Background: an optimization exercise with open tools, aiming at small area and a short achievable clock period. Do not read the settings as production practice. Function was checked by simulation only, so behaviour that the tests miss may differ from the original. Power figures rest on the tool's default switching activity, not on a simulated workload.

File: design/flow/config.mk
export PLATFORM = sky130hd
export DESIGN_NAME = fp16
export DESIGN_NICKNAME = fp16
export VERILOG_FILES = /design/flow/design.v
export SDC_FILE = /design/flow/constraint.sdc
export NUM_CORES = 4
export LEC_CHECK = 0
export ABC_AREA = 1
export CAP_MARGIN = 20
export CORE_MARGIN = 2
export CORE_UTILIZATION = 40
export CTS_BUF_LIST = sky130_fd_sc_hd__clkbuf_4 sky130_fd_sc_hd__clkbuf_8
export PLACE_DENSITY = 0.6
export SETUP_SLACK_MARGIN = 2.5
export SLEW_MARGIN = 20
export SYNTH_HIERARCHICAL = 1
export SYNTH_MINIMUM_KEEP_SIZE = 0
File: design/flow/constraint.sdc
create_clock -name core_clock -period 6.0 [get_ports {clk_50}]
set_input_delay 1.2000 -clock core_clock [delete_from_list [all_inputs] [get_ports {clk_50}]]
set_output_delay 1.2000 -clock core_clock [all_outputs]
set_load 0.01 [all_outputs]
File: design/flow/design.v
module add1(
	input clk,
	input en,
	input [15:0] x,
	output [15:0] z
	);
wire       nz = |x;
wire [4:0] e1 = x[14:10] + 5'd1;
wire [14:0] d = {e1[4:1], e1[0] & nz, x[9:0]};
reg [14:0] q;
always @(posedge clk) begin
	if (en) q <= d;
end
assign z = {1'b0, q};
endmodule
module fp16(
	input clk_50,reset_50,
	input [15:0] x_50,y_50,
	output [15:0] m_50,a_50
	);
reg        s1_s;
reg  [4:0] s1_e;
reg  [9:0] s1_xm, s1_ym;
reg        s1_nz;
always @(posedge clk_50) begin
	s1_s  <= x_50[15] ^ y_50[15];
	s1_e  <= x_50[14:10] + y_50[14:10] + 5'd17;	 
	s1_xm <= x_50[9:0];
	s1_ym <= y_50[9:0];
end
always @(posedge clk_50 or posedge reset_50) begin
	if (reset_50) s1_nz <= 1'b0;
	else          s1_nz <= (x_50 != 16'h0000) && (y_50 != 16'h0000);
end
wire [9:0] xm = s1_xm, ym = s1_ym;
wire [9:0] nxm = ~xm, nym = ~ym;
wire [9:0] npp [0:9];
genvar gi, gj;
generate for (gi = 0; gi < 10; gi = gi + 1) begin : g_pp
	for (gj = 0; gj < 10; gj = gj + 1) begin : g_pp2
		assign npp[gi][gj] = ~(xm[gi] & ym[gj]);
	end
end endgenerate
  wire hs0, hc0;
  fp16_xnor u_hx0 (.a(npp[0][9]), .b(npp[1][8]), .y(hs0));
  fp16_or u_ho0 (.a(npp[0][9]), .b(npp[1][8]), .y(hc0));
  wire fs1, fc1;
  fp16_fa u_fa1 (.a(nxm[0]), .b(nym[0]), .c(npp[1][9]), .s(fs1), .co(fc1));
  wire hs2, hc2;
  fp16_xnor u_hx2 (.a(npp[2][8]), .b(npp[3][7]), .y(hs2));
  fp16_or u_ho2 (.a(npp[2][8]), .b(npp[3][7]), .y(hc2));
  wire fs3, fc3;
  fp16_fa u_fa3 (.a(nxm[1]), .b(nym[1]), .c(npp[2][9]), .s(fs3), .co(fc3));
  wire hs4, hc4;
  fp16_xnor u_hx4 (.a(npp[3][8]), .b(npp[4][7]), .y(hs4));
  fp16_or u_ho4 (.a(npp[3][8]), .b(npp[4][7]), .y(hc4));
  wire fs5, fc5;
  fp16_fa u_fa5 (.a(nxm[2]), .b(nym[2]), .c(npp[3][9]), .s(fs5), .co(fc5));
  wire hs6, hc6;
  fp16_xnor u_hx6 (.a(npp[0][6]), .b(npp[1][5]), .y(hs6));
  fp16_or u_ho6 (.a(npp[0][6]), .b(npp[1][5]), .y(hc6));
  wire fs7, fc7;
  fp16_fa u_fa7 (.a(npp[0][7]), .b(npp[1][6]), .c(npp[2][5]), .s(fs7), .co(fc7));
  wire hs8, hc8;
  fp16_xnor u_hx8 (.a(npp[3][4]), .b(npp[4][3]), .y(hs8));
  fp16_or u_ho8 (.a(npp[3][4]), .b(npp[4][3]), .y(hc8));
  wire fs9, fc9;
  fp16_fa u_fa9 (.a(npp[0][8]), .b(npp[1][7]), .c(npp[2][6]), .s(fs9), .co(fc9));
  wire fs10, fc10;
  fp16_fa u_fa10 (.a(npp[3][5]), .b(npp[4][4]), .c(npp[5][3]), .s(fs10), .co(fc10));
  wire hs11, hc11;
  fp16_xnor u_hx11 (.a(npp[6][2]), .b(npp[7][1]), .y(hs11));
  fp16_or u_ho11 (.a(npp[6][2]), .b(npp[7][1]), .y(hc11));
  wire fs12, fc12;
  fp16_fa u_fa12 (.a(npp[2][7]), .b(npp[3][6]), .c(npp[4][5]), .s(fs12), .co(fc12));
  wire fs13, fc13;
  fp16_fa u_fa13 (.a(npp[5][4]), .b(npp[6][3]), .c(npp[7][2]), .s(fs13), .co(fc13));
  wire fs14, fc14;
  fp16_fa u_fa14 (.a(npp[8][1]), .b(npp[9][0]), .c(hs0), .s(fs14), .co(fc14));
  wire fs15, fc15;
  fp16_fa u_fa15 (.a(npp[4][6]), .b(npp[5][5]), .c(npp[6][4]), .s(fs15), .co(fc15));
  wire fs16, fc16;
  fp16_fa u_fa16 (.a(npp[7][3]), .b(npp[8][2]), .c(npp[9][1]), .s(fs16), .co(fc16));
  wire fs17, fc17;
  fp16_fa u_fa17 (.a(hc0), .b(hs2), .c(fs1), .s(fs17), .co(fc17));
  wire fs18, fc18;
  fp16_fa u_fa18 (.a(npp[5][6]), .b(npp[6][5]), .c(npp[7][4]), .s(fs18), .co(fc18));
  wire fs19, fc19;
  fp16_fa u_fa19 (.a(npp[8][3]), .b(npp[9][2]), .c(hc2), .s(fs19), .co(fc19));
  wire fs20, fc20;
  fp16_fa u_fa20 (.a(hs4), .b(fc1), .c(fs3), .s(fs20), .co(fc20));
  wire fs21, fc21;
  fp16_fa u_fa21 (.a(npp[4][8]), .b(npp[5][7]), .c(npp[6][6]), .s(fs21), .co(fc21));
  wire fs22, fc22;
  fp16_fa u_fa22 (.a(npp[7][5]), .b(npp[8][4]), .c(npp[9][3]), .s(fs22), .co(fc22));
  wire fs23, fc23;
  fp16_fa u_fa23 (.a(hc4), .b(fc3), .c(fs5), .s(fs23), .co(fc23));
  wire fs24, fc24;
  fp16_fa u_fa24 (.a(nxm[3]), .b(nym[3]), .c(npp[4][9]), .s(fs24), .co(fc24));
  wire fs25, fc25;
  fp16_fa u_fa25 (.a(npp[5][8]), .b(npp[6][7]), .c(npp[7][6]), .s(fs25), .co(fc25));
  wire fs26, fc26;
  fp16_fa u_fa26 (.a(npp[8][5]), .b(npp[9][4]), .c(fc5), .s(fs26), .co(fc26));
  wire fs27, fc27;
  fp16_fa u_fa27 (.a(nxm[4]), .b(nym[4]), .c(npp[5][9]), .s(fs27), .co(fc27));
  wire fs28, fc28;
  fp16_fa u_fa28 (.a(npp[6][8]), .b(npp[7][7]), .c(npp[8][6]), .s(fs28), .co(fc28));
  wire fs29, fc29;
  fp16_fa u_fa29 (.a(nxm[5]), .b(nym[5]), .c(npp[6][9]), .s(fs29), .co(fc29));
  wire hs30, hc30;
  fp16_xnor u_hx30 (.a(npp[0][4]), .b(npp[1][3]), .y(hs30));
  fp16_or u_ho30 (.a(npp[0][4]), .b(npp[1][3]), .y(hc30));
  wire fs31, fc31;
  fp16_fa u_fa31 (.a(npp[0][5]), .b(npp[1][4]), .c(npp[2][3]), .s(fs31), .co(fc31));
  wire hs32, hc32;
  fp16_xnor u_hx32 (.a(npp[3][2]), .b(npp[4][1]), .y(hs32));
  fp16_or u_ho32 (.a(npp[3][2]), .b(npp[4][1]), .y(hc32));
  wire fs33, fc33;
  fp16_fa u_fa33 (.a(npp[2][4]), .b(npp[3][3]), .c(npp[4][2]), .s(fs33), .co(fc33));
  wire fs34, fc34;
  fp16_fa u_fa34 (.a(npp[5][1]), .b(npp[6][0]), .c(hs6), .s(fs34), .co(fc34));
  wire fs35, fc35;
  fp16_fa u_fa35 (.a(npp[5][2]), .b(npp[6][1]), .c(npp[7][0]), .s(fs35), .co(fc35));
  wire fs36, fc36;
  fp16_fa u_fa36 (.a(hc6), .b(hs8), .c(fs7), .s(fs36), .co(fc36));
  wire fs37, fc37;
  fp16_fa u_fa37 (.a(npp[8][0]), .b(hc8), .c(hs11), .s(fs37), .co(fc37));
  wire fs38, fc38;
  fp16_fa u_fa38 (.a(fc7), .b(fs9), .c(fs10), .s(fs38), .co(fc38));
  wire fs39, fc39;
  fp16_fa u_fa39 (.a(hc11), .b(fc9), .c(fc10), .s(fs39), .co(fc39));
  wire fs40, fc40;
  fp16_fa u_fa40 (.a(fs12), .b(fs13), .c(fs14), .s(fs40), .co(fc40));
  wire fs41, fc41;
  fp16_fa u_fa41 (.a(fc12), .b(fc13), .c(fs15), .s(fs41), .co(fc41));
  wire fs42, fc42;
  fp16_fa u_fa42 (.a(fs16), .b(fc14), .c(fs17), .s(fs42), .co(fc42));
  wire fs43, fc43;
  fp16_fa u_fa43 (.a(fc15), .b(fc16), .c(fs18), .s(fs43), .co(fc43));
  wire fs44, fc44;
  fp16_fa u_fa44 (.a(fs19), .b(fc17), .c(fs20), .s(fs44), .co(fc44));
  wire fs45, fc45;
  fp16_fa u_fa45 (.a(fc18), .b(fs21), .c(fs22), .s(fs45), .co(fc45));
  wire fs46, fc46;
  fp16_fa u_fa46 (.a(fc19), .b(fc20), .c(fs23), .s(fs46), .co(fc46));
  wire fs47, fc47;
  fp16_fa u_fa47 (.a(fc21), .b(fc22), .c(fs24), .s(fs47), .co(fc47));
  wire fs48, fc48;
  fp16_fa u_fa48 (.a(fs25), .b(fc23), .c(fs26), .s(fs48), .co(fc48));
  wire fs49, fc49;
  fp16_fa u_fa49 (.a(npp[9][5]), .b(fc24), .c(fc25), .s(fs49), .co(fc49));
  wire fs50, fc50;
  fp16_fa u_fa50 (.a(fs27), .b(fs28), .c(fc26), .s(fs50), .co(fc50));
  wire fs51, fc51;
  fp16_fa u_fa51 (.a(npp[7][8]), .b(npp[8][7]), .c(npp[9][6]), .s(fs51), .co(fc51));
  wire fs52, fc52;
  fp16_fa u_fa52 (.a(fc27), .b(fc28), .c(fs29), .s(fs52), .co(fc52));
  wire fs53, fc53;
  fp16_fa u_fa53 (.a(nxm[6]), .b(nym[6]), .c(npp[7][9]), .s(fs53), .co(fc53));
  wire fs54, fc54;
  fp16_fa u_fa54 (.a(npp[8][8]), .b(npp[9][7]), .c(fc29), .s(fs54), .co(fc54));
  wire fs55, fc55;
  fp16_fa u_fa55 (.a(nxm[7]), .b(nym[7]), .c(npp[8][9]), .s(fs55), .co(fc55));
  wire hs56, hc56;
  fp16_xnor u_hx56 (.a(npp[0][3]), .b(npp[1][2]), .y(hs56));
  fp16_or u_ho56 (.a(npp[0][3]), .b(npp[1][2]), .y(hc56));
  wire fs57, fc57;
  fp16_fa u_fa57 (.a(npp[2][2]), .b(npp[3][1]), .c(npp[4][0]), .s(fs57), .co(fc57));
  wire fs58, fc58;
  fp16_fa u_fa58 (.a(npp[5][0]), .b(hc30), .c(hs32), .s(fs58), .co(fc58));
  wire fs59, fc59;
  fp16_fa u_fa59 (.a(hc32), .b(fc31), .c(fs33), .s(fs59), .co(fc59));
  wire fs60, fc60;
  fp16_fa u_fa60 (.a(fc33), .b(fs35), .c(fc34), .s(fs60), .co(fc60));
  wire fs61, fc61;
  fp16_fa u_fa61 (.a(fc35), .b(fs37), .c(fc36), .s(fs61), .co(fc61));
  wire fs62, fc62;
  fp16_fa u_fa62 (.a(fc37), .b(fc38), .c(fs39), .s(fs62), .co(fc62));
  wire fs63, fc63;
  fp16_fa u_fa63 (.a(fc39), .b(fs41), .c(fc40), .s(fs63), .co(fc63));
  wire fs64, fc64;
  fp16_fa u_fa64 (.a(fc41), .b(fs43), .c(fc42), .s(fs64), .co(fc64));
  wire fs65, fc65;
  fp16_fa u_fa65 (.a(fc43), .b(fs45), .c(fc44), .s(fs65), .co(fc65));
  wire fs66, fc66;
  fp16_fa u_fa66 (.a(fc45), .b(fs47), .c(fc46), .s(fs66), .co(fc66));
  wire fs67, fc67;
  fp16_fa u_fa67 (.a(fc47), .b(fs49), .c(fc48), .s(fs67), .co(fc67));
  wire fs68, fc68;
  fp16_fa u_fa68 (.a(fs51), .b(fc49), .c(fs52), .s(fs68), .co(fc68));
  wire fs69, fc69;
  fp16_fa u_fa69 (.a(fc51), .b(fs53), .c(fc52), .s(fs69), .co(fc69));
  wire fs70, fc70;
  fp16_fa u_fa70 (.a(npp[9][8]), .b(fc53), .c(fs55), .s(fs70), .co(fc70));
  wire fs71, fc71;
  fp16_fa u_fa71 (.a(nxm[8]), .b(nym[8]), .c(npp[9][9]), .s(fs71), .co(fc71));
  wire hs72, hc72;
  fp16_xnor u_hx72 (.a(npp[0][2]), .b(npp[1][1]), .y(hs72));
  fp16_or u_ho72 (.a(npp[0][2]), .b(npp[1][1]), .y(hc72));
  wire fs73, fc73;
  fp16_fa u_fa73 (.a(npp[2][1]), .b(npp[3][0]), .c(hs56), .s(fs73), .co(fc73));
  wire fs74, fc74;
  fp16_fa u_fa74 (.a(hc56), .b(hs30), .c(fs57), .s(fs74), .co(fc74));
  wire fs75, fc75;
  fp16_fa u_fa75 (.a(fc57), .b(fs31), .c(fs58), .s(fs75), .co(fc75));
  wire fs76, fc76;
  fp16_fa u_fa76 (.a(fc58), .b(fs34), .c(fs59), .s(fs76), .co(fc76));
  wire fs77, fc77;
  fp16_fa u_fa77 (.a(fc59), .b(fs36), .c(fs60), .s(fs77), .co(fc77));
  wire fs78, fc78;
  fp16_fa u_fa78 (.a(fs38), .b(fc60), .c(fs61), .s(fs78), .co(fc78));
  wire fs79, fc79;
  fp16_fa u_fa79 (.a(fc61), .b(fs40), .c(fs62), .s(fs79), .co(fc79));
  wire fs80, fc80;
  fp16_fa u_fa80 (.a(fc62), .b(fs42), .c(fs63), .s(fs80), .co(fc80));
  wire fs81, fc81;
  fp16_fa u_fa81 (.a(fs44), .b(fc63), .c(fs64), .s(fs81), .co(fc81));
  wire fs82, fc82;
  fp16_fa u_fa82 (.a(fs46), .b(fc64), .c(fs65), .s(fs82), .co(fc82));
  wire fs83, fc83;
  fp16_fa u_fa83 (.a(fs48), .b(fc65), .c(fs66), .s(fs83), .co(fc83));
  wire fs84, fc84;
  fp16_fa u_fa84 (.a(fs50), .b(fc66), .c(fs67), .s(fs84), .co(fc84));
  wire fs85, fc85;
  fp16_fa u_fa85 (.a(fc50), .b(fs68), .c(fc67), .s(fs85), .co(fc85));
  wire fs86, fc86;
  fp16_fa u_fa86 (.a(fs54), .b(fc68), .c(fs69), .s(fs86), .co(fc86));
  wire fs87, fc87;
  fp16_fa u_fa87 (.a(fc54), .b(fs70), .c(fc69), .s(fs87), .co(fc87));
  wire fs88, fc88;
  fp16_fa u_fa88 (.a(fc55), .b(fs71), .c(fc70), .s(fs88), .co(fc88));
  wire fs89, fc89;
  fp16_fa u_fa89 (.a(nxm[9]), .b(nym[9]), .c(fc71), .s(fs89), .co(fc89));
wire [21:0] nra = {1'b1, fc89, fc88, fc87, fc86, fc85, fc84, fc83, fc82, fc81, fc80, fc79, fc78, fc77, fc76, fc75, fc74, fc73, hc72, hs72, npp[0][1], npp[0][0]};
wire [21:0] nrb = {1'b1, 1'b0, fs89, fs88, fs87, fs86, fs85, fs84, fs83, fs82, fs81, fs80, fs79, fs78, fs77, fs76, fs75, fs74, fs73, npp[2][0], npp[1][0], 1'b1};
wire [21:0] kd  = nra & nrb;
wire [21:0] pd  = nra ^ nrb;
wire [9:0] lk [0:4];
wire [9:0] lp [0:4];
assign lk[0] = kd[9:0];
assign lp[0] = pd[9:0];
genvar gl;
generate for (gl = 0; gl < 4; gl = gl + 1) begin : g_lo
	for (gi = 0; gi < 10; gi = gi + 1) begin : g_pos
		if (gi >= (1 << gl)) begin : g_node
			assign lk[gl+1][gi] = lk[gl][gi] | (lp[gl][gi] & lk[gl][gi-(1<<gl)]);
			assign lp[gl+1][gi] = lp[gl][gi] & lp[gl][gi-(1<<gl)];
		end else begin : g_pass
			assign lk[gl+1][gi] = lk[gl][gi];
			assign lp[gl+1][gi] = lp[gl][gi];
		end
	end
end endgenerate
wire nc10 = lk[4][9] | lp[4][9];
reg [11:0] s2_p, s2_k;
reg        s2_nc;
reg        s2_s;
reg  [4:0] s2_e;
reg        s2_nz;
always @(posedge clk_50) begin
	s2_p  <= pd[21:10];
	s2_k  <= kd[21:10];
	s2_nc <= nc10;
	s2_s  <= s1_s;
	s2_e  <= s1_e;
end
always @(posedge clk_50 or posedge reset_50) begin
	if (reset_50) s2_nz <= 1'b0;
	else          s2_nz <= s1_nz;
end
wire [4:0]  e1 = s2_e + 5'd1;
wire [14:0] mag;
wire o0;
fp16_aoi21 u_o0 (.a1(s2_p[0]), .a2(s2_nc), .b1(s2_k[0]), .y(o0));
wire o1;
fp16_aoi21 u_o1 (.a1(s2_p[1]), .a2(s2_k[0]), .b1(s2_k[1]), .y(o1));
wire o2;
fp16_nand2 u_o2 (.a(s2_p[1]), .b(s2_p[0]), .y(o2));
wire o3;
fp16_aoi21 u_o3 (.a1(s2_p[2]), .a2(s2_k[1]), .b1(s2_k[2]), .y(o3));
wire o4;
fp16_nand2 u_o4 (.a(s2_p[2]), .b(s2_p[1]), .y(o4));
wire o5;
fp16_aoi21 u_o5 (.a1(s2_p[3]), .a2(s2_k[2]), .b1(s2_k[3]), .y(o5));
wire o6;
fp16_nand2 u_o6 (.a(s2_p[3]), .b(s2_p[2]), .y(o6));
wire o7;
fp16_aoi21 u_o7 (.a1(s2_p[4]), .a2(s2_k[3]), .b1(s2_k[4]), .y(o7));
wire o8;
fp16_nand2 u_o8 (.a(s2_p[4]), .b(s2_p[3]), .y(o8));
wire o9;
fp16_aoi21 u_o9 (.a1(s2_p[5]), .a2(s2_k[4]), .b1(s2_k[5]), .y(o9));
wire o10;
fp16_nand2 u_o10 (.a(s2_p[5]), .b(s2_p[4]), .y(o10));
wire o11;
fp16_aoi21 u_o11 (.a1(s2_p[6]), .a2(s2_k[5]), .b1(s2_k[6]), .y(o11));
wire o12;
fp16_nand2 u_o12 (.a(s2_p[6]), .b(s2_p[5]), .y(o12));
wire o13;
fp16_aoi21 u_o13 (.a1(s2_p[7]), .a2(s2_k[6]), .b1(s2_k[7]), .y(o13));
wire o14;
fp16_nand2 u_o14 (.a(s2_p[7]), .b(s2_p[6]), .y(o14));
wire o15;
fp16_aoi21 u_o15 (.a1(s2_p[8]), .a2(s2_k[7]), .b1(s2_k[8]), .y(o15));
wire o16;
fp16_nand2 u_o16 (.a(s2_p[8]), .b(s2_p[7]), .y(o16));
wire o17;
fp16_aoi21 u_o17 (.a1(s2_p[9]), .a2(s2_k[8]), .b1(s2_k[9]), .y(o17));
wire o18;
fp16_nand2 u_o18 (.a(s2_p[9]), .b(s2_p[8]), .y(o18));
wire o19;
fp16_inv u_o19 (.a(s2_nc), .y(o19));
wire o20;
fp16_oai21 u_o20 (.a1(o2), .a2(o19), .b1(o1), .y(o20));
wire o21;
fp16_oai21 u_o21 (.a1(o4), .a2(o0), .b1(o3), .y(o21));
wire o22;
fp16_oai21 u_o22 (.a1(o6), .a2(o1), .b1(o5), .y(o22));
wire o23;
fp16_nor2 u_o23 (.a(o6), .b(o2), .y(o23));
wire o24;
fp16_oai21 u_o24 (.a1(o8), .a2(o3), .b1(o7), .y(o24));
wire o25;
fp16_nor2 u_o25 (.a(o8), .b(o4), .y(o25));
wire o26;
fp16_oai21 u_o26 (.a1(o10), .a2(o5), .b1(o9), .y(o26));
wire o27;
fp16_nor2 u_o27 (.a(o10), .b(o6), .y(o27));
wire o28;
fp16_oai21 u_o28 (.a1(o12), .a2(o7), .b1(o11), .y(o28));
wire o29;
fp16_nor2 u_o29 (.a(o12), .b(o8), .y(o29));
wire o30;
fp16_oai21 u_o30 (.a1(o14), .a2(o9), .b1(o13), .y(o30));
wire o31;
fp16_nor2 u_o31 (.a(o14), .b(o10), .y(o31));
wire o32;
fp16_oai21 u_o32 (.a1(o16), .a2(o11), .b1(o15), .y(o32));
wire o33;
fp16_nor2 u_o33 (.a(o16), .b(o12), .y(o33));
wire o34;
fp16_oai21 u_o34 (.a1(o18), .a2(o13), .b1(o17), .y(o34));
wire o35;
fp16_nor2 u_o35 (.a(o18), .b(o14), .y(o35));
wire o36;
fp16_aoi21 u_o36 (.a1(o23), .a2(s2_nc), .b1(o22), .y(o36));
wire o37;
fp16_inv u_o37 (.a(o0), .y(o37));
wire o38;
fp16_aoi21 u_o38 (.a1(o25), .a2(o37), .b1(o24), .y(o38));
wire o39;
fp16_aoi21 u_o39 (.a1(o27), .a2(o20), .b1(o26), .y(o39));
wire o40;
fp16_aoi21 u_o40 (.a1(o29), .a2(o21), .b1(o28), .y(o40));
wire o41;
fp16_aoi21 u_o41 (.a1(o31), .a2(o22), .b1(o30), .y(o41));
wire o42;
fp16_nand2 u_o42 (.a(o31), .b(o23), .y(o42));
wire o43;
fp16_aoi21 u_o43 (.a1(o33), .a2(o24), .b1(o32), .y(o43));
wire o44;
fp16_nand2 u_o44 (.a(o33), .b(o25), .y(o44));
wire o45;
fp16_aoi21 u_o45 (.a1(o35), .a2(o26), .b1(o34), .y(o45));
wire o46;
fp16_nand2 u_o46 (.a(o35), .b(o27), .y(o46));
wire o47;
fp16_oai21 u_o47 (.a1(o42), .a2(o19), .b1(o41), .y(o47));
wire o48;
fp16_oai21 u_o48 (.a1(o44), .a2(o0), .b1(o43), .y(o48));
wire o49;
fp16_inv u_o49 (.a(o20), .y(o49));
wire o50;
fp16_oai21 u_o50 (.a1(o46), .a2(o49), .b1(o45), .y(o50));
wire o51;
fp16_xnor2 u_o51 (.a(s2_p[0]), .b(s2_nc), .y(o51));
wire o52;
fp16_xor2 u_o52 (.a(s2_p[1]), .b(o0), .y(o52));
wire o53;
fp16_xnor2 u_o53 (.a(s2_p[2]), .b(o20), .y(o53));
wire o54;
fp16_xnor2 u_o54 (.a(s2_p[3]), .b(o21), .y(o54));
wire o55;
fp16_xor2 u_o55 (.a(s2_p[4]), .b(o36), .y(o55));
wire o56;
fp16_xor2 u_o56 (.a(s2_p[5]), .b(o38), .y(o56));
wire o57;
fp16_xor2 u_o57 (.a(s2_p[6]), .b(o39), .y(o57));
wire o58;
fp16_xor2 u_o58 (.a(s2_p[7]), .b(o40), .y(o58));
wire o59;
fp16_xnor2 u_o59 (.a(s2_p[8]), .b(o47), .y(o59));
wire o60;
fp16_xnor2 u_o60 (.a(s2_p[9]), .b(o48), .y(o60));
wire o61;
fp16_xnor2 u_o61 (.a(s2_p[10]), .b(o50), .y(o61));
wire o62;
fp16_nand2 u_o62 (.a(s2_p[10]), .b(o50), .y(o62));
wire o63;
fp16_nand2 u_o63 (.a(s2_p[10]), .b(o50), .y(o63));
wire o64;
fp16_nand2 u_o64 (.a(s2_nz), .b(o51), .y(o64));
wire o65;
fp16_nand2 u_o65 (.a(s2_nz), .b(o52), .y(o65));
wire o66;
fp16_nand2 u_o66 (.a(s2_nz), .b(o53), .y(o66));
wire o67;
fp16_nand2 u_o67 (.a(s2_nz), .b(o54), .y(o67));
wire o68;
fp16_nand2 u_o68 (.a(s2_nz), .b(o55), .y(o68));
wire o69;
fp16_nand2 u_o69 (.a(s2_nz), .b(o56), .y(o69));
wire o70;
fp16_nand2 u_o70 (.a(s2_nz), .b(o57), .y(o70));
wire o71;
fp16_nand2 u_o71 (.a(s2_nz), .b(o58), .y(o71));
wire o72;
fp16_nand2 u_o72 (.a(s2_nz), .b(o59), .y(o72));
wire o73;
fp16_nand2 u_o73 (.a(s2_nz), .b(o60), .y(o73));
wire o74;
fp16_nand2 u_o74 (.a(s2_nz), .b(o61), .y(o74));
wire o75;
fp16_nand2 u_o75 (.a(s2_nz), .b(s2_e[0]), .y(o75));
wire o76;
fp16_nand2 u_o76 (.a(s2_nz), .b(s2_e[1]), .y(o76));
wire o77;
fp16_nand2 u_o77 (.a(s2_nz), .b(s2_e[2]), .y(o77));
wire o78;
fp16_nand2 u_o78 (.a(s2_nz), .b(s2_e[3]), .y(o78));
wire o79;
fp16_nand2 u_o79 (.a(s2_nz), .b(s2_e[4]), .y(o79));
wire o80;
fp16_nand2 u_o80 (.a(s2_nz), .b(e1[0]), .y(o80));
wire o81;
fp16_nand2 u_o81 (.a(s2_nz), .b(e1[1]), .y(o81));
wire o82;
fp16_nand2 u_o82 (.a(s2_nz), .b(e1[2]), .y(o82));
wire o83;
fp16_nand2 u_o83 (.a(s2_nz), .b(e1[3]), .y(o83));
wire o84;
fp16_nand2 u_o84 (.a(s2_nz), .b(e1[4]), .y(o84));
wire o85;
fp16_mux2i u_o85 (.s(o62), .a0(o64), .a1(o65), .y(o85));
wire o86;
fp16_mux2i u_o86 (.s(o62), .a0(o65), .a1(o66), .y(o86));
wire o87;
fp16_mux2i u_o87 (.s(o62), .a0(o66), .a1(o67), .y(o87));
wire o88;
fp16_mux2i u_o88 (.s(o62), .a0(o67), .a1(o68), .y(o88));
wire o89;
fp16_mux2i u_o89 (.s(o62), .a0(o68), .a1(o69), .y(o89));
wire o90;
fp16_mux2i u_o90 (.s(o62), .a0(o69), .a1(o70), .y(o90));
wire o91;
fp16_mux2i u_o91 (.s(o62), .a0(o70), .a1(o71), .y(o91));
wire o92;
fp16_mux2i u_o92 (.s(o62), .a0(o71), .a1(o72), .y(o92));
wire o93;
fp16_mux2i u_o93 (.s(o63), .a0(o72), .a1(o73), .y(o93));
wire o94;
fp16_mux2i u_o94 (.s(o63), .a0(o73), .a1(o74), .y(o94));
wire o95;
fp16_mux2i u_o95 (.s(o63), .a0(o75), .a1(o80), .y(o95));
wire o96;
fp16_mux2i u_o96 (.s(o63), .a0(o76), .a1(o81), .y(o96));
wire o97;
fp16_mux2i u_o97 (.s(o63), .a0(o77), .a1(o82), .y(o97));
wire o98;
fp16_mux2i u_o98 (.s(o63), .a0(o78), .a1(o83), .y(o98));
wire o99;
fp16_mux2i u_o99 (.s(o63), .a0(o79), .a1(o84), .y(o99));
assign mag = {o99, o98, o97, o96, o95, o94, o93, o92, o91, o90, o89, o88, o87, o86, o85};
wire [15:0] m_q = {s2_nz & s2_s, mag};
assign m_50 = m_q;
reg c0, c1;
wire ph0 = ~(c0 | c1);
always @(posedge clk_50 or posedge reset_50) begin
	if (reset_50) begin
		c0 <= 1'b0;
		c1 <= 1'b0;
	end else begin
		c0 <= ph0;
		c1 <= c0;
	end
end
add1 a1(.clk(clk_50), .en(ph0), .x(m_q), .z(a_50));
endmodule
module fp16_fa(input a, b, c, output s, co);
	assign s  = a ^ b ^ c;
	assign co = (a & b) | (a & c) | (b & c);
endmodule
module fp16_xnor(input a, b, output y);
	assign y = ~(a ^ b);
endmodule
module fp16_or(input a, b, output y);
	assign y = a | b;
endmodule
module fp16_inv(input a, output y);
	assign y = ~a;
endmodule
module fp16_nand2(input a, b, output y);
	assign y = ~(a & b);
endmodule
module fp16_nor2(input a, b, output y);
	assign y = ~(a | b);
endmodule
module fp16_aoi21(input a1, a2, b1, output y);
	assign y = ~((a1 & a2) | b1);
endmodule
module fp16_oai21(input a1, a2, b1, output y);
	assign y = ~((a1 | a2) & b1);
endmodule
module fp16_xor2(input a, b, output y);
	assign y = a ^ b;
endmodule
module fp16_xnor2(input a, b, output y);
	assign y = ~(a ^ b);
endmodule
module fp16_mux2i(input s, a0, a1, output y);
	assign y = ~(s ? a1 : a0);
endmodule
File: design/flow/flow/run.sh
#!/bin/bash
set -e
export BUFFER_PORTS_ARGS="-buffer_cell sky130_fd_sc_hd__buf_1"
export CTS_ARGS="-sink_clustering_enable -repair_clock_nets -dont_use_dummy_load -buf_list {sky130_fd_sc_hd__clkbuf_4 sky130_fd_sc_hd__clkbuf_8}"
export RECOVER_POWER=50
bash standard.sh > standard.log 2>&1
File: design/flow/standard.sh
#!/bin/bash
# synth_recipe.tcl (not shown) runs the flow's synth.tcl, then flattens the netlist and writes it again
# the make line also repeats each setting of config.mk as NAME=value (left out here)
make -C /OpenROAD-flow-scripts/flow DESIGN_CONFIG=/design/flow/config.mk WORK_HOME=/design/flow/orfs CLKGATE_MAP_FILE= SYNTH_SCRIPT=/design/flow/synth_recipe.tcl "${@:-finish}"
==> results of run 1 <==
==> metrics by stage <==
step	setup WS (ns)	total power [mW]	utilization	hold WS (ns)	instances
5_1_grt	1.53	2.74	0.440	0.333	976
6_report	1.95	2.44	0.440	0.328	976
3_3_place_gp	2.67	2.15	0.430	0.313	967
3_5_place_dp	2.57	2.17	0.430	0.312	967
4_1_cts	2.54	2.48	0.439	0.328	976
2_1_floorplan	2.83	1.92	-	0.310	754
==> worst max-delay path by stage <==
stage,start,end,slack [ns],cells after the start
after CTS,s2_p[7]$_DFF_P_,m_50[10],2.54,9
after global placement,s1_xm[2]$_DFF_P_,s2_p[3]$_DFF_P_,2.67,7
final,s2_p[1]$_DFF_P_,m_50[1],1.95,9
after floorplan,s1_xm[1]$_DFF_P_,s2_p[2]$_DFF_P_,2.83,8
after detailed placement,s1_xm[2]$_DFF_P_,s2_p[3]$_DFF_P_,2.57,7
after global routing,s2_p[1]$_DFF_P_,m_50[2],1.53,9
==> placed cells by master, fill, tap and decap left out <==
cell type / count
nand2_2: 2
clkbuf_1: 1
nor2_2: 3
o21ai_0: 3
a21o_1: 1
a21oi_1: 3
xor2_1: 3
ha_1: 29
clkbuf_8: 9
conb_1: 1
dfxtp_2: 13
dfxtp_1: 41
nand2_1: 285
buf_1: 64
o21ai_1: 9
xnor2_1: 5
nand3_1: 8
nor2_1: 40
dfrtp_1: 4
a21oi_2: 17
edfxtp_1: 15
nand2_4: 1
inv_1: 154
fa_1: 81
==> Yosys stat by module, one instance, submodules excluded, excerpt <==
module / flops+latches / copies in the design / cells inside
fp16_inv: 0 / 3 / 1
fp16_xor2: 0 / 5 / 5
add1: 15 / 1 / 42
fp16_xnor2: 0 / 6 / 5
fp16_aoi21: 0 / 17 / 1
fp16: 58 / 1 / 333
fp16_or: 0 / 10 / 3
fp16_nand2: 0 / 35 / 1
fp16_mux2i: 0 / 15 / 6
==> state kept, by name (all words and copies together), names as in the netlist, 5 cells and up <==
signal,count
a1.q,15
s1_e,5
s1_xm,10
s1_ym,10
s2_e,5
s2_k,10
s2_p,11
==> where the power goes <==
| part | internal (mW) | total (mW) | switching, mW | leakage (nW) |
|---|---|---|---|---|
| Clock | 0.134 | 0.301 | 0.168 | 0.0647 |
| Combinational | 0.508 | 1.31 | 0.803 | 2.60 |
| Sequential | 0.688 | 0.823 | 0.135 | 0.638 |
| Total | 1.33 | 2.44 | 1.11 | 3.30 |
==> worst max-delay path: stages, from the launching register on <==
cell	delay (ns)
dfxtp_1	0.41
nand2_1	0.10
o21ai_0	0.45
inv_1	0.08
o21ai_0	0.49
nand2_1	0.45
inv_1	0.13
nand2_1	0.06
nand2_1	0.13
buf_1	0.17
==> repair_timing <==
action,4_1_cts,5_1_grt
hold buffers,0,0
endpoints found under the setup margin,15,17
pin swaps,0,0
gates resized for setup,4,17
==> logic make-up (layout without fill, tap and decap cells) <==
family,Yosys count,in the layout
other,1,1
flip-flops,73,73
buffers and inverters,190,228
adder cells (fa/ha/maj),110,110
AO/OA/AOI/OAI,33,33
XOR/XNOR,8,8
AND/OR/NAND/NOR,339,339
==> area by class of cell <==
type	count	area (sq um)
Fill cell	1463	8170
Inverter	154	578
Clock buffer	9	124
Sequential cell	73	1650
Multi-Input combinational cell	491	3590
Tap cell	184	230
Timing Repair Buffer	65	244
==> metal layers <==
layer / routed length [microns] / global-route usage / up-vias
met5: 0 / 0 / -
met4: 191 / 0.0595 / 0
met3: 634 / 0.0232 / 13
met2: 5180 / 0.243 / 120
met1: 5670 / 0.232 / 1990
li1: - / - / 2236
==> flow_summary_export.csv, run 1 <==
group,metric,value,unit
global_routing,grt_antenna_before_repair,0,
floorplanning,die_x,127,microns
global_routing,grt_pass1_wl,20.1,mm
detailed_routing,viasPerCell,4.47,
finish,antenna_cells,0,
clock_network,cts_buffers,9,
floorplanning,die_height,127,microns
detailed_routing,wl_per_cell,12.0,microns
critical_path,r2r_end,"s2_p[3]$_DFF_P_",
clock_network,clk_pin_slew_worst_paths,0.07,ns
synthesis,synth_cell_types,20,
synthesis,synth_most_common_cell,"nand2_1",
synthesis,synth_top_area_frac,0.270,
finish,area_delta_synth_final,6.72,%
place,place_area,0.00627,sq mm
detailed_routing,drc,0,
clock_network,cts_htree_levels,3,
timing,final.period_utilization,0.674,
synthesis,synthesis.area,0.00601,sq mm
floorplanning,ios,66,
synthesis,netlist_top_cells_count,"nand2_1 (286), inv_1 (154), fa_1 (81)",
detailed_routing,drt_iter0_markers,255,
detailed_routing,ant_nets,0,
floorplanning,core.rowCount,44,
floorplanning,die_area,0.0160,sq mm
synthesis,ys_ff_latch,73,
synthesis,yosysWarningCount,8,
synthesis,synth-main-ff-cell,"dfxtp_1",
synthesis,synth_fa_ha_area_frac,0.330,
global_routing,grt_use_total,0.159,
clock_network,cts_sinks,73,
synthesis,synth-compound-area-share,0.0385,
synthesis,seq_area_frac_synth,0.271,
detailed_routing,drtPass1Iterations,5,
clock_network,clockBufferDepth,2,
synthesis,synthXorXnorAreaFrac,0.0117,
timing,rsz0062_at_grt,"true",
timing,clock_skew,0.0148,ns
critical_path,rrSetupSlack,2.60,ns
pwr,peakVddDrop,144,uV
detailed_routing,wl,11.7,mm
timing,worstMarginPinSlew,0.928,ns
floorplanning,core-area,0.0146,sq mm
timing,setup_viol,0,
critical_path,setup.worst_path.end_class,"primary output",
timing,period_minus_slack,4.05,ns
synthesis,synth.mux.area_fraction,0,
floorplanning,start_util,0.412,
min_path,min_from,"s1_e[2]$_DFF_P_",
synthesis,netlist_instances,754,
critical_path,reg2reg_from,"s1_ym[2]$_DFF_P_",
synthesis,yosys.area_share.simple,0.215,
synthesis,synth_top_area_cell,"fa_1",
synthesis,synth_edf_count,15,
critical_path,cp-start-kind,"register",
pwr,p_leak,3.30,nW
finish,finalInstanceArea,0.00642,sq mm
synthesis,synth_top_family_by_area,"adder cells",
global_routing,grt_pass1_vias,4200,
synthesis,postSynth.asyncResetShare,0.0548,
synthesis,synth_fp_nets,898,
finish,drive_above_1_share,0.0568,
clock_network,cts_root_buffer,"clkbuf_8",
place,gp_congestion,0.819,
run_status,status,"complete, no violations",
min_path,whs_path_depth,0,
clock_network,cts_tree,"done",
critical_path,critPathRequiredTime,4.80,ns
min_path,hold_path_class,"reg -> reg",
finish,nets,938,
timing,fmax,247,MHz
clock_network,cts_setup_buffers,0,
critical_path,ff2ff_path_depth,7,
timing,hold_viol,0,
critical_path,critical_path.max_fanout,16,
place,detailed_place_hpwl,9.51,mm
critical_path,arrival,2.85,ns
clock_network,insertion_delay,0.36,ns
min_path,hold_end,"s2_e[2]$_DFF_P_",
global_routing,grt-ovfl-total,0,
global_routing,grt_max_degree,23,
timing,setup_tns,0,ns
synthesis,syn_area_per_cell,7.97,sq um
pwr,cellPowerDensity,380,mW/mm^2
timing,finalMaxSlewViolations,0,
synthesis,yosys-top-cells-area,"fa_1 (27%), dfxtp_1 (18%), nand2_1 (18%)",
place,numPortBuffers,64,
run,cap_viol_max_count,0,
detailed_routing,vias,4359,
timing,max-slew-margin-rel,0.381,
critical_path,criticalPathCategory,"reg -> out",
==> inputs of run 2 (changes only) <==
--- a/design/flow/config.mk
+++ b/design/flow/config.mk
@@ -5,7 +5,6 @@
 export SDC_FILE = /design/flow/constraint.sdc
 export NUM_CORES = 4
 export LEC_CHECK = 0
-export ABC_AREA = 1
 export CAP_MARGIN = 20
 export CORE_MARGIN = 2
 export CORE_UTILIZATION = 40
==> run 2 against run 1 <==
Critical path depth did not move. First-iteration DRC count fell by 56%. Total power rose by 0.63%. Maximum frequency rose by 20%. Die area fell by 10%. Synthesized cell count fell by 32%. Clock skew rose by 0.012 ns. Global-route usage barely moved. Sequential power rose by 0.6%. Setup slack improved by 0.68 ns. Highest routed layer unchanged.
==> flow_summary_export.csv, run 2 <==
group,metric,value,unit
detailed_routing,viasPerCell,4.89,
critical_path,setup.worst_path.end_class,"register",
synthesis,yosysWarningCount,8,
synthesis,synth_cell_types,32,
synthesis,syn_area_per_cell,10.4,sq um
detailed_routing,wl,10.9,mm
synthesis,synth_top_area_frac,0.301,
clock_network,clk_pin_slew_worst_paths,0.07,ns
critical_path,criticalPathCategory,"reg -> reg",
timing,hold_viol,0,
timing,rsz0062_at_grt,"true",
detailed_routing,drc,0,
critical_path,critPathRequiredTime,6.21,ns
synthesis,synth_most_common_cell,"nand2_1",
synthesis,seq_area_frac_synth,0.303,
pwr,combinationalPowerShare,0.545,
synthesis,synth_fp_nets,660,
critical_path,arrival,3.58,ns
finish,finalInstanceArea,0.00589,sq mm
timing,finalMaxSlewViolations,0,
timing,setup_tns,0,ns
place,place_area,0.00566,sq mm
detailed_routing,drtPass1Iterations,4,
global_routing,grt_max_degree,23,
synthesis,ys_ff_latch,73,
floorplanning,die_area,0.0144,sq mm
timing,setup_viol,0,
synthesis,yosys-top-cells-area,"fa_1 (30%), dfxtp_1 (20%), nand2_1 (9.4%)",
global_routing,grt_pass1_wl,18.2,mm
synthesis,synthesis.area,0.00539,sq mm
pwr,cellPowerDensity,416,mW/mm^2
run_status,status,"complete, no violations",
finish,final_cell_mix,"nand2_1 (133), fa_1 (81), buf_1 (64)",
detailed_routing,drt_iter0_markers,113,
clock_network,hold_buffers,0,
pwr,pwr-share-clk,0.117,
detailed_routing,vias,3569,
finish,final_common_cell,"nand2_1",
pwr,pwr-share-seq,0.338,
floorplanning,core-area,0.0132,sq mm
detailed_routing,wl_per_cell,14.9,microns
timing,final.period_utilization,0.562,
place,detailed_place_hpwl,8.81,mm
timing,hold_slack,0.330,ns
finish,largest_reg_flops,15,
timing,fmax,297,MHz
clock_network,insertion_delay,0.34,ns
min_path,hold_path_class,"reg -> reg",
clock_network,cts_setup_buffers,0,
critical_path,cp-start-kind,"register",
global_routing,grt_antenna_before_repair,0,
finish,regMostFlops,"a1.q",
synthesis,synth-main-ff-cell,"dfxtp_1",
floorplanning,start_util,0.409,
pwr,p_leak,2.28,nW
clock_network,cts_sinks,73,
synthesis,netlist_instances,516,
clock_network,cts_tree,"done",
clock_network,cts_root_buffer,"clkbuf_8",
floorplanning,die_height,120,microns
timing,period_minus_slack,3.37,ns
timing,clock_skew,0.0272,ns
global_routing,grt-ovfl-total,0,
floorplanning,die_x,120,microns
finish,drive_above_1_share,0.0957,
finish,antenna_cells,0,
pwr,switching_share,0.437,
clock_network,cts_htree_levels,3,
finish,reg_top3,"a1.q x15, s2_p x11",
finish,nets,700,
finish,fin_util,0.447,
global_routing,grt_pass1_vias,3657,
finish,area_delta_synth_final,9.31,%
synthesis,postSynth.asyncResetShare,0.0548,
synthesis,netlist_top_cells_count,"nand2_1 (135), fa_1 (81), dfxtp_1 (54)",
clock_network,clockBufferDepth,2,
global_routing,grt_use_total,0.159,
critical_path,critical_path.max_fanout,10,
run,cap_viol_max_count,0,
timing,worstMarginPinSlew,0.854,ns
timing,max-slew-margin-rel,0.431,
pwr,power_switching,1.07,mW
synthesis,synth_top_area_cell,"fa_1",
floorplanning,ios,66,
floorplanning,core.rowCount,42,
detailed_routing,ant_nets,0,
clock_network,cts_buffers,9,
pwr,p_int,1.38,mW
place,numPortBuffers,64,
place,gp_congestion,0.857,
synthesis,synth_edf_count,15,
pwr,peakVddDrop,221,uV
## run 2: Yosys stat by module (local to each module, per instance)
| module | times used | area [sq um] |
|---|---|---|
| fp16_xnor2 | 6 | 8.76 |
| fp16_nor2 | 7 | 3.75 |
| fp16_xnor | 10 | 8.76 |
| fp16_xor2 | 5 | 8.76 |
| fp16 | 1 | 2450 |
| fp16_fa | 80 | 20.0 |
| fp16_mux2i | 15 | 10.0 |
| add1 | 1 | 566 |
| fp16_aoi21 | 17 | 8.76 |
| fp16_or | 10 | 6.26 |
| fp16_inv | 3 | 3.75 |
| fp16_oai21 | 12 | 5.00 |
| fp16_nand2 | 35 | 3.75 |
## run 2: worst max-delay path, cell delays in order (launching register included)
cell,delay [ns]
dfxtp_2,0.45
nand2_1,0.12
fa_1,0.45
fa_1,0.51
fa_1,0.55
fa_1,0.42
ha_1,0.32
and4_1,0.17
a32oi_1,0.15
o211ai_1,0.11
## run 2: final timing paths
check                      cells after the start  slack (ns)              end             start
max reg2reg                                    9        2.63    s2_nc$_DFF_P_  s1_xm[0]$_DFF_P_
min reg2reg                                    0        0.33  s2_e[2]$_DFF_P_   s1_e[2]$_DFF_P_
min                                            0        0.33  s2_e[2]$_DFF_P_   s1_e[2]$_DFF_P_
max                                            9        2.63    s2_nc$_DFF_P_  s1_xm[0]$_DFF_P_
max in group asynchronous                      2        5.14  s1_nz$_DFF_PP0_          reset_50
min in group asynchronous                      2        0.70     c0$_DFF_PP0_          reset_50
## run 2: cells by family (layout without fill, tap and decap cells)
logic type,count (synthesis),count (layout),synth area share
and+or+nand+nor,175,175,0.136
adders and majority gates,110,110,0.368
DFF,73,73,0.303
buffers and inverters,71,109,0.0606
AOI/OAI and AO/OA,39,39,0.0520
xor gates and xnor gates,32,32,0.0520
muxes,15,15,0.0278
other,1,1,0.000696
## run 2: metrics by stage
stage	instances	power, mW	setup slack, ns
finish	730	2.45	2.63
global route	730	2.68	2.49
CTS	730	2.44	2.50
detailed placement	721	2.12	2.49
global placement	721	2.09	2.55
floorplan	516	1.88	2.66
## run 2: final cells by class
class                      count  area, sq um
tap                          176          220
clock buffer                   9          124
inverter                      35          131
timing repair buffer          65          244
sequential                    73         1650
fill                        1246         7300
multi-input combinational    372         3520
## run 2: what timing repair did
item	4_1_cts	5_1_grt
pin swaps	1	0
setup endpoints to repair	16	20
gates cloned	0	0
endpoints found under the hold margin	0	0
resized for setup	9	34
## run 2: per-layer routing
layer	GRT usage	vias up	wire (microns)
met5	0	-	0
met2	0.245	88	5130
met1	0.230	1768	5200
met4	0.0441	0	131
li1	-	1701	-
met3	0.0314	12	411
## run 2: power groups by stage
stage          combinational, mW  clock [mW]  sequential (mW)
2_1_floorplan               1.06           0            0.823
3_3_place_gp                1.25           0            0.836
3_5_place_dp                1.28           0            0.838
4_1_cts                     1.32       0.299            0.828
5_1_grt                     1.51       0.319            0.848
6_report                    1.34       0.287            0.828
==> inputs of run 3 (changes only) <==
==> design/flow/flow/run.sh (replaced) <==
#!/bin/bash
set -e
export BUFFER_PORTS_ARGS="-buffer_cell sky130_fd_sc_hd__buf_1"
export CTS_ARGS="-sink_clustering_enable -repair_clock_nets -dont_use_dummy_load -buf_list {sky130_fd_sc_hd__clkbuf_4 sky130_fd_sc_hd__clkbuf_8}"
export RECOVER_POWER=50
bash standard.sh synth > synth.log 2>&1
openroad -no_init -exit flow/downsize.tcl > downsize.log 2>&1
bash standard.sh > standard.log 2>&1
==> design/flow/flow/downsize.tcl (new file) <==
# Swap a21oi_2 instances of the synthesized netlist for a21oi_1.
set f orfs/results/sky130hd/fp16/base/1_synth.odb
read_db $f
set db [ord::get_db]
set small [$db findMaster sky130_fd_sc_hd__a21oi_1]
set n 0
foreach inst [[ord::get_db_block] getInsts] {
  if {[[$inst getMaster] getName] eq "sky130_fd_sc_hd__a21oi_2"} {
    $inst swapMaster $small
    incr n
  }
}
puts "swapped $n a21oi_2 to a21oi_1"
write_db $f
==> run 3 against run 2 <==
Global-route usage is 0.17 points higher. Cell count fell by 0.14%. Wire length grew 0.48%. Total power down 3.8%. Synthesized area fell by 1.2%. Maximum frequency down 10%. Critical endpoint is now m_50[13].
==> flow_summary_export.csv, run 3 <==
group,metric,value,unit
run_status,status,"complete, no violations",
timing,setup_tns,0,ns
clock_network,cts_htree_levels,3,
finish,final_common_cell,"nand2_1",
finish,reg_top3,"a1.q x15, s2_p x11",
timing,hold_viol,0,
timing,setup_viol,0,
finish,largest_reg_flops,15,
synthesis,synth_fp_nets,660,
synthesis,syn_area_per_cell,10.3,sq um
pwr,p_leak,2.26,nW
detailed_routing,ant_nets,0,
global_routing,grt-ovfl-total,0,
floorplanning,ios,66,
detailed_routing,drc,0,
critical_path,path_delay_family,"compound AO/OA/AOI/OAI gates",
critical_path,critPathRequiredTime,4.80,ns
detailed_routing,wl_per_cell,15.0,microns
finish,fin_util,0.441,
place,dp_cells,720,
synthesis,yosysWarningCount,8,
critical_path,arrival,2.55,ns
finish,regMostFlops,"a1.q",
clock_network,cts_tree,"done",
global_routing,grt_max_degree,23,
critical_path,setup.worst_path.end_class,"primary output",
clock_network,cts_root_buffer,"clkbuf_8",
floorplanning,core.rowCount,42,
synthesis,netlist_instances,516,
place,numPortBuffers,64,
pwr,cellPowerDensity,407,mW/mm^2
pwr,peakVddDrop,161,uV
global_routing,grt_use_total,0.161,
detailed_routing,wl,10.9,mm
critical_path,cp-start-kind,"register",
finish,final_cell_mix,"nand2_1 (135), fa_1 (81), buf_1 (64)",
floorplanning,start_util,0.406,
global_routing,grt_pass1_vias,3695,
finish,drive_above_1_share,0.0561,
min_path,hold_path_class,"reg -> reg",
timing,finalMaxSlewViolations,0,
detailed_routing,drt_iter0_markers,245,
critical_path,critical_path.max_fanout,7,
floorplanning,die_x,119,microns
finish,num-fill-cells,1304,
synthesis,synthesis.area,0.00533,sq mm
place,gp_congestion,0.885,
critical_path,path_cells,"inv_1, o21ai_0, inv_1, o21ai_2, nand2_1, mux2i_2, buf_1",
place,detailed_place_hpwl,8.99,mm
critical_path,criticalPathCategory,"reg -> out",
detailed_routing,viasPerCell,4.89,
global_routing,grt_antenna_before_repair,0,
timing,fmax,266,MHz
critical_path,crit_path_frequent_cell,"inv_1",
global_routing,grt_pass1_wl,17.7,mm
timing,final.period_utilization,0.625,
finish,nets,699,
floorplanning,die_area,0.0143,sq mm
finish,area_delta_synth_final,8.64,%
timing,period_minus_slack,3.75,ns
timing,worstMarginPinSlew,1.25,ns
floorplanning,die_height,119,microns
timing,max-slew-margin-rel,0.166,
floorplanning,core-area,0.0131,sq mm
critical_path,slowest_delay,0.43,ns
clock_network,clockBufferDepth,2,
timing,clock_skew,0.0355,ns
clock_network,insertion_delay,0.36,ns
finish,antenna_cells,0,
timing,rsz0062_at_grt,"true",
finish,finalNonFillerCells,729,
clock_network,cts_buffers,9,
clock_network,cts_sinks,73,
run,cap_viol_max_count,0,
detailed_routing,drtPass1Iterations,5,
detailed_routing,vias,3566,
critical_path,cpMaxStageDelayCell,"o21ai_0",
critical_path,worstPathBufferInverterCount,3,
clock_network,clk_pin_slew_worst_paths,0.06,ns
clock_network,hold_buffers,0,
[run 3: cell types whose count changed in the layout (fill, tap and decap cells not counted), sizes merged]
cell,change
clkbuf,-1
[run 3: cell type report]
class                           count  area, sq um  share of cell area
Multi-Input combinational cell    372         3420               0.591
Sequential cell                    73         1650               0.285
Timing Repair Buffer               64          240              0.0415
Tap cell                          176          220              0.0380
Inverter                           35          131              0.0227
Clock buffer                        9          124              0.0214
[run 3: worst reg2reg max path: cells and delay by family, from the launching register on]
family,cells,cell delay [ns]
adders and majority gates,6,2.58
buffers and inverters,1,0.12
DFF,1,0.59
[run 3: path summary, 6_finish.rpt]
path	startpoint	endpoint	slack, ns	cells past startpoint
setup reg to reg	s1_ym[0]$_DFF_P_	s2_p[1]$_DFF_P_	2.61	7
hold reg to reg	s1_e[3]$_DFF_P_	s2_e[3]$_DFF_P_	0.33	0
min in group asynchronous	reset_50	s2_nz$_DFF_PP0_	0.69	2
max in group asynchronous	reset_50	s1_nz$_DFF_PP0_	5.15	2
setup / recovery	s2_nc$_DFF_P_	m_50[13]	2.25	7
hold / removal	s1_e[3]$_DFF_P_	s2_e[3]$_DFF_P_	0.33	0
[run 3: metrics by stage]
stage / hold WS [ns] / cell area [sq um] / total power, mW / setup slack [ns]
2_1_floorplan: 0.310 / 5330 / 1.83 / 2.66
3_3_place_gp: 0.313 / 5590 / 2.02 / 2.53
3_5_place_dp: 0.315 / 5600 / 2.05 / 2.47
4_1_cts: 0.329 / 5760 / 2.39 / 2.51
5_1_grt: 0.338 / 5790 / 2.58 / 2.02
6_report: 0.330 / 5790 / 2.36 / 2.25
[run 3: layer usage]
layer	global-route usage	wire, microns	vias to the layer above
met5	0	0	-
met4	0.0529	140	0
met3	0.0302	608	14
met2	0.254	5170	128
met1	0.225	5010	1726
li1	-	-	1698
[run 3: where the power goes]
part	total [mW]	internal [mW]	leakage [nW]	switching, mW
registers	0.808	0.699	0.631	0.109
clock network	0.293	0.134	0.0647	0.159
logic	1.26	0.524	1.57	0.732
[run 3: repair_timing]
action	CTS	global route
endpoints found under the hold margin	0	0
setup buffers	0	0
gates resized for setup	13	21
pin swaps	0	0
setup endpoints to repair	15	18

==> what the ideal ports hide <==
No port has a modelled driver above. Below, the same layouts with a new extraction and two added sets of constraints.
Step 1 (the two cells are an assumption about what drives the block):
set clk [get_ports {clk_50}]
set_driving_cell -lib_cell sky130_fd_sc_hd__clkbuf_16 $clk
set_driving_cell -lib_cell sky130_fd_sc_hd__buf_2 [delete_from_list [all_inputs] $clk]
Step 2 adds t to the input delays and takes it off the output delays; t is the mean of the earliest and latest rising clock arrival at the registers after step 1. Input paths then give back, and output paths get back, about the clock's delay inside the block.
Three values: no drivers, after step 1, after step 2; two values: the first two.
run	t, ns	setup WS [ns]	cell pins on the clock port's net
run 1	0.390	1.953 / 1.919 / 2.308	1
run 2	0.358	2.629 / 2.629 / 2.629	1
run 3	0.370	2.247 / 2.218 / 2.588	1
After both steps every run listed still meets setup and hold.
